This is an optimization exercise on Yosys and OpenROAD, whose aim is small area, not a production implementation.
The RTL was checked by simulation tests, not by an equivalence proof against the original design.

**flow/design.v**
```verilog
module  transposed_filter(
  input signed [15:0] noisy_signal,
  input clk, rst,
  output reg signed [31:0] filtered_signal  
  );
 wire signed [15:0] coe0 = 16'b0000000000000000,
             coe1 = 16'b1111111111100101,
             coe2 = 16'b1111111110110111,
             coe3 = 16'b0000000010110100,
             coe4 = 16'b0000001000111010,
             coe5 = 16'b0000000000000000,
             coe6 = 16'b1111100110101011,
             coe7=  16'b1111100110101100,
             coe8 = 16'b0000101011010000,
             coe9 = 16'b0010010110111110,
             coe10 =16'b0011001100011111,
             coe11 =16'b0010010110111110,
             coe12= 16'b0000101011010000,
             coe13 =16'b1111100110101100,
             coe14 =16'b1111100110101011,
             coe15 =16'b0000000000000000,
             coe16 =16'b0000001000111010,
             coe17 =16'b0000000010110100,
             coe18 =16'b1111111110110111,
             coe19 =16'b1111111111100101,
             coe20 =16'b0000000000000000;
 wire signed [31:0] mul [1:21];
  assign mul[1] = coe20 * noisy_signal;
  assign mul[2] = coe19 * noisy_signal;
  assign mul[3] = coe18 * noisy_signal;
  assign mul[4] = coe17 * noisy_signal;
  assign mul[5] = coe16 * noisy_signal;
  assign mul[6] = coe15 * noisy_signal;
  assign mul[7] = coe14 * noisy_signal;
  assign mul[8] = coe13 * noisy_signal;
  assign mul[9] = coe12 * noisy_signal;
  assign mul[10] = coe11 * noisy_signal;
  assign mul[11] = coe10 * noisy_signal;
  assign mul[12] = coe9 * noisy_signal;
  assign mul[13] = coe8 * noisy_signal;
  assign mul[14] = coe7 * noisy_signal;
  assign mul[15] = coe6 * noisy_signal;
  assign mul[16] = coe5 * noisy_signal;
  assign mul[17] = coe4 * noisy_signal;
  assign mul[18] = coe3 * noisy_signal;
  assign mul[19] = coe2 * noisy_signal;
  assign mul[20] = coe1 * noisy_signal;
  assign mul[21] = coe0 * noisy_signal;
     reg signed [31:0] delayed [1:20];
     always@(posedge clk)
      begin 
      if(rst)
      begin
        delayed[1] <=0;
        delayed[2] <=0;
        delayed[3] <=0;
        delayed[4] <=0;
        delayed[5] <=0;
        delayed[6] <=0;
        delayed[7] <=0;
        delayed[8] <=0;
        delayed[9] <=0;
        delayed[10]<=0;
        delayed[11]<=0;
        delayed[12]<=0;
        delayed[13]<=0;
        delayed[14]<=0;
        delayed[15]<=0;
        delayed[16]<=0;
        delayed[17]<=0;
        delayed[18]<=0;
        delayed[19]<=0;
        delayed[20]<=0;
      end  
      else
      begin 
       delayed[1]  <= mul[1] ;  
       delayed[2]  <= delayed[1] + mul[2]; 
       delayed[3]  <= delayed[2] + mul[3]; 
       delayed[4]  <= delayed[3] + mul[4]; 
       delayed[5]  <= delayed[4] + mul[5]; 
       delayed[6]  <= delayed[5] + mul[6]; 
       delayed[7]  <= delayed[6] + mul[7]; 
       delayed[8]  <= delayed[7] + mul[8] ; 
       delayed[9]  <= delayed[8] + mul[9];
       delayed[10] <= delayed[9] + mul[10] ;
       delayed[11] <= delayed[10]+ mul[11];
       delayed[12] <= delayed[11]+ mul[12];
       delayed[13] <= delayed[12]+ mul[13];
       delayed[14] <= delayed[13]+ mul[14];
       delayed[15] <= delayed[14]+ mul[15];
       delayed[16] <= delayed[15]+ mul[16];
       delayed[17] <= delayed[16]+ mul[17];
       delayed[18] <= delayed[17]+ mul[18];
       delayed[19] <= delayed[18]+ mul[19];    
       delayed[20] <= delayed[19]+ mul[20];
       end
      end
always@(*)
 begin
 if(rst)
    filtered_signal = 16'd0; 
 else
   filtered_signal = delayed[20] + mul[21];  
 end
endmodule
```
**flow/config.mk**
```make
export PLATFORM = sky130hd
export DESIGN_NAME = transposed_filter
export DESIGN_NICKNAME = transposed_filter
export VERILOG_FILES = /design/flow/design.v
export SDC_FILE = /design/flow/constraint.sdc
export NUM_CORES = 4
export LEC_CHECK = 0
export CAP_MARGIN = 20
export CORE_MARGIN = 2
export CORE_UTILIZATION = 40
export SLEW_MARGIN = 20
```
**flow/run.sh**
```bash
#!/bin/bash
# synth_recipe.tcl (not shown) runs the flow's synth.tcl, then flattens the netlist and writes it again
# the make line also repeats each setting of config.mk as NAME=value (left out here)
make -C /OpenROAD-flow-scripts/flow DESIGN_CONFIG=/design/flow/config.mk WORK_HOME=/design/flow/orfs CLKGATE_MAP_FILE= SYNTH_SCRIPT=/design/flow/synth_recipe.tcl finish
```
**flow/constraint.sdc**
```tcl
create_clock -name core_clock -period 10.0 [get_ports {clk}]
set_input_delay 2.0000 -clock core_clock [delete_from_list [all_inputs] [get_ports {clk}]]
set_output_delay 2.0000 -clock core_clock [all_outputs]
set_load 0.01 [all_outputs]
```
==> run summary <==
worst reg2reg max path, stage by stage (launching register included):
cell	delay, ns
dfxtp_1	0.32
ha_1	0.38
a21o_1	0.15
a21oi_1	0.07
a21boi_0	0.85
o311ai_0	0.46
a31oi_1	0.51
nor4_1	0.16
o31ai_1	0.34
buf_4	0.21
nand4_1	0.11
a21oi_1	0.16
mux2_2	0.35
layer usage:
metal | track usage, % | share of wire (%) | vias to the layer above
li1 | - | - | 24800
met1 | 35.5 | 47 | 24600
met2 | 41.4 | 44 | 1181
met3 | 2.99 | 4.6 | 299
met4 | 9.63 | 4.1 | 2
met5 | 0 | 0.0099 | -
layout by cell type, fill, tap and decap left out, types with 12 or more instances in the layout:
cell type	instances
a211oi_1	77
nand3_1	104
o21ai_0	268
fa_1	474
a21boi_0	16
inv_1	949
dfxtp_1	598
o21ai_1	20
o21a_1	96
a21o_1	278
clkinv_2	13
nand2b_1	84
or2_2	22
and4_1	14
a41oi_1	19
nor3_1	151
clkdlybuf4s50_1	45
clkbuf_16	77
o21bai_1	77
a221o_1	12
a2111oi_0	13
xor2_1	230
buf_4	383
a31oi_1	59
o211ai_1	40
nor4_1	14
nand4_1	38
nor2b_1	217
xnor2_1	339
o31ai_1	21
and3_1	75
nor2_1	637
a211o_1	18
nand2_1	249
clkbuf_8	18
or3_1	48
a21oi_1	465
ha_1	955
and2_1	46
cells in the mapped netlist (all sizes together), types with 46 or more instances:
cell type / number / area [um2]
a211oi: 81 / 628
a21o: 278 / 2090
a21oi: 467 / 2340
a31oi: 59 / 369
and2: 46 / 288
and3: 75 / 469
clkbuf: 75 / 282
dfxtp: 598 / 12000
fa: 474 / 9490
ha: 955 / 11900
inv: 950 / 3570
nand2: 249 / 935
nand2b: 84 / 526
nand3: 104 / 521
nor2: 637 / 2390
nor2b: 217 / 1360
nor3: 151 / 756
o21a: 96 / 721
o21ai: 288 / 1440
o21bai: 77 / 578
or3: 48 / 300
xnor2: 339 / 2970
xor2: 230 / 2010
final cells by class:
cell class / instances / area (um2) / area share (%)
sequential: 598 / 12000 / 17.1
clock inverter: 35 / 518 / 0.738
timing repair buffer: 440 / 3530 / 5.03
multi-input combinational: 5384 / 45800 / 65.3
antenna: 2 / 5.00 / 0.00713
clock buffer: 103 / 2200 / 3.14
tap: 2044 / 2560 / 3.64
inverter: 951 / 3570 / 5.09
logic make-up after synthesis:
group	count (synthesis)
and+or+nand+nor	1736
AOI/OAI and AO/OA	1624
adders and majority gates	1429
buffers and inverters	1040
DFF	598
xor gates and xnor gates	574
muxes	21
stage by stage:
step                instances  utilization, %  instance area, um2
floorplan                7022               -               61700
CTS                      9555            45.7               70200
global route             9555            45.7               70200
detailed placement       9417            43.9               67500
finish                   9557            45.7               70200
global placement         9417            43.9               67500
worst min path at each step:
stage                         start  cells after the start  slack, ns               to
global route        delayed[15][16]                      1       0.44  delayed[16][16]
detailed placement   delayed[16][0]                      1       0.42   delayed[17][0]
finish              delayed[15][16]                      1       0.43  delayed[16][16]
CTS                 delayed[15][16]                      1       0.43  delayed[16][16]
floorplan             delayed[9][0]                      1       0.41   delayed[10][0]
global placement     delayed[5][12]                      1       0.42   delayed[6][12]
==> flow_results.org <==
** Worst setup path
- The critical path is of the in2reg type.
- Type of destination of the critical path :: flip-flop
- The critical path contains buffers and inverters numbering 8 combined.
- Max Fanout on Critical Path :: 17
- The critical path ends at delayed[12][30].
- Data arrives at the worst endpoint at about 10 ns.
- In this run the number of cells on the critical path is 28.
- Among cell families on the critical path, the largest total delay comes from adder cells.
- STA puts the critical path data required time at 10.58 ns.
- Beginning of the worst register-to-register path :: delayed[11][4]
- On the worst path, the slowest cell contributes a delay of ~0.62 ns.
- In this run the critical register-to-register path is captured at delayed[12][30].
- The largest individual stage delay along the critical path comes from the cell clkdlybuf4s50_1.
- Type of element launching the critical path :: primary input
- Cell type with the highest occurrence count on the critical path :: fa_1
- The setup check on the worst reg-to-reg path leaves a slack of between 5 and 6 ns.
- Critical Path Source :: noisy_signal[9]
- For the worst flop-to-flop path, the logic depth is 12.

** Global route
- Global routing used 25.8% of the available tracks across all layers.
- For this run the aggregate overflow at the end of global routing stands at 0.
- The first global-routing pass estimated slightly above 300000 um of wire.
- The initial antenna violation count was 6.
- Pin count of the biggest net entering global routing :: 81
- Vias in the first global route :: approximately 52000

** Place
- Sum of net half-perimeters after detailed placement :: 169000 um
- At the end of routability-driven placement, the weighted congestion stood at just over 1.
- Worst setup timing slack at the placement stage :: -0.0856 ns
- Input and output buffers added on the ports amount to 49.

** Yosys
- Proportion of synthesized flip-flops having asynchronous set or reset :: 0%
- Arithmetic-cell share of the synthesized area counting full adders, half adders and majority gates :: between 30% and 40%
- Sequential element share of the synthesized area :: 19.4%
- Synth Area per Inst :: 8.79 um2
- The Yosys step of the flow raised 2 warnings.
- In the synthesized netlist, mux cells make up less than 1% of the area.
- By area, the combinational part of the netlist is dominated by adder cells.
- After technology mapping, the gate count stands at 7022.
- Counting flops with a built-in enable in the synthesized netlist gives 0.
- Synthesis produced a netlist with a net count of 8469.
- Netlist cell types :: 93
- The most used flip-flop cell after synthesis is dfxtp_1.
- Cell area after synthesis :: about 0.062 mm2
- Flip-flop and latch count after synthesis :: roughly 600
- Summing the areas of all xor and xnor instances in the mapped netlist gives a little over 8% of the synthesized area.
- The synthesized netlist devotes around 17% of its cell area to compound gates.
- Synth Area in Simple Gates :: approximately 14%

** STA
- Setup violation total in the final timing report :: 0
- On the final layout, the worst clock skew is roughly 0.034 ns.
- Min cycle time layout :: around 9.4 ns
- Worst hold-check slack :: 0.426 ns
- FMAX :: between 0.1 and 0.15 GHz
- Setup repair after global routing missed its margin :: no
- Slew at the pin closest to its max-slew limit :: between 1 and 1.5 ns
- In the finished design, the share of the clock period the worst path needs comes to 94.2%.
- The final number of hold-violating endpoints is 0.
- Across all setup checks in the final design, the least slack found is ~0.58 ns.
- Headroom to the max-slew limit came out at 27.6%.
- In the final timing run, aggregate negative setup slack is 0 ns.
- Max-slew violations :: 0

** Floorplan
- Chip Height :: 397 um
- During I/O placement, the number of pins put on the boundary was 50.
- For this configuration, the core starts out at a cell density of 40.2%.
- Number of cell rows :: between 100 and 150
- The floorplan step defined a core boundary enclosing 0.154 mm2.
- The die covers approximately 0.16 mm2.
- Measured along the x axis, the die boundary spans about 400 um.

** Drt
- The first routing iteration left 3537 violations.
- DR WL/cell :: roughly 21 um
- Via-to-Cell Ratio :: approximately 5.3
- The detailed router placed 50900 vias in this run.
- After detailed routing, the number of remaining DRC violations is 0.
- Number of routed nets with antenna violations :: 0
- Number of optimization iterations in the first detailed-route pass :: 6
- Wire length after detailed routing :: 203000 um

** Clocking
- Post-CTS setup-driven buffer insertion count :: 0
- After clock tree synthesis, the clock-pin slew on the worst setup and hold paths is 0.06 ns.
- TritonCTS Buffers :: 75
- Cts repair resizes :: 0
- Number of hold buffers added after CTS :: 0
- Clk root buf :: clkbuf_16
- Counting along the longest clock path gives a buffer depth of 3.
- CTS built an H-tree with a depth of 3.
- The clock drives ~600 sinks.
- TritonCTS built the clock tree.
- For the worst-skew pair, the clock arrives at the later sink with an insertion delay of roughly 0.7 ns.

** Job
- Across the run, the number of max-cap violations was 0.

** Worst hold path
- Hold crit path type :: reg2reg

** Finish
- Fill cells in the final layout number around 15000.
- The register with the most flip-flops in the layout has between 500 and 600 of them.
- The register with the most flip-flops in the final layout is delayed.
- The area growth from synthesis to layout is 13.7%.
- Of the cells placed in the final design, the portion with a size suffix greater than 1 is between 7 and 8%.
- NumNets Final :: 8897
- Top Registers :: delayed: 598 flops

** Status
- Outcome :: no timing/DRC/antenna violations

-- static timing again, ports no longer ideal --
In the flow no input, the clock included, has a driving cell. The finished layout below was timed again as built, in two steps.
Step 1: set_driving_cell puts a clkbuf_16 on clk and a buf_2 on each other input, an assumption about the parent block.
Step 2 adds t to the input delays and takes it off the output delays; t is the mean of the earliest and latest rising clock arrival at the registers after step 1. Input paths then give back, and output paths get back, about the clock's delay inside the block.
Slacks: ideal / step 1 / step 2; pairs: ideal / step 1.
t, ns: 0.780
setup WS [ns]: 0.577 / 0.623 / -0.158
hold slack, ns: 0.426 / 0.426 / 0.426
worst setup path after step 2: input to register
worst data-port slew with drivers (ns): 0.13
Met with ideal ports but missed after step 2: setup timing in this run. For this run, drivers alone change the setup slack by +0.046 ns; drivers and shift together by -0.735 ns.
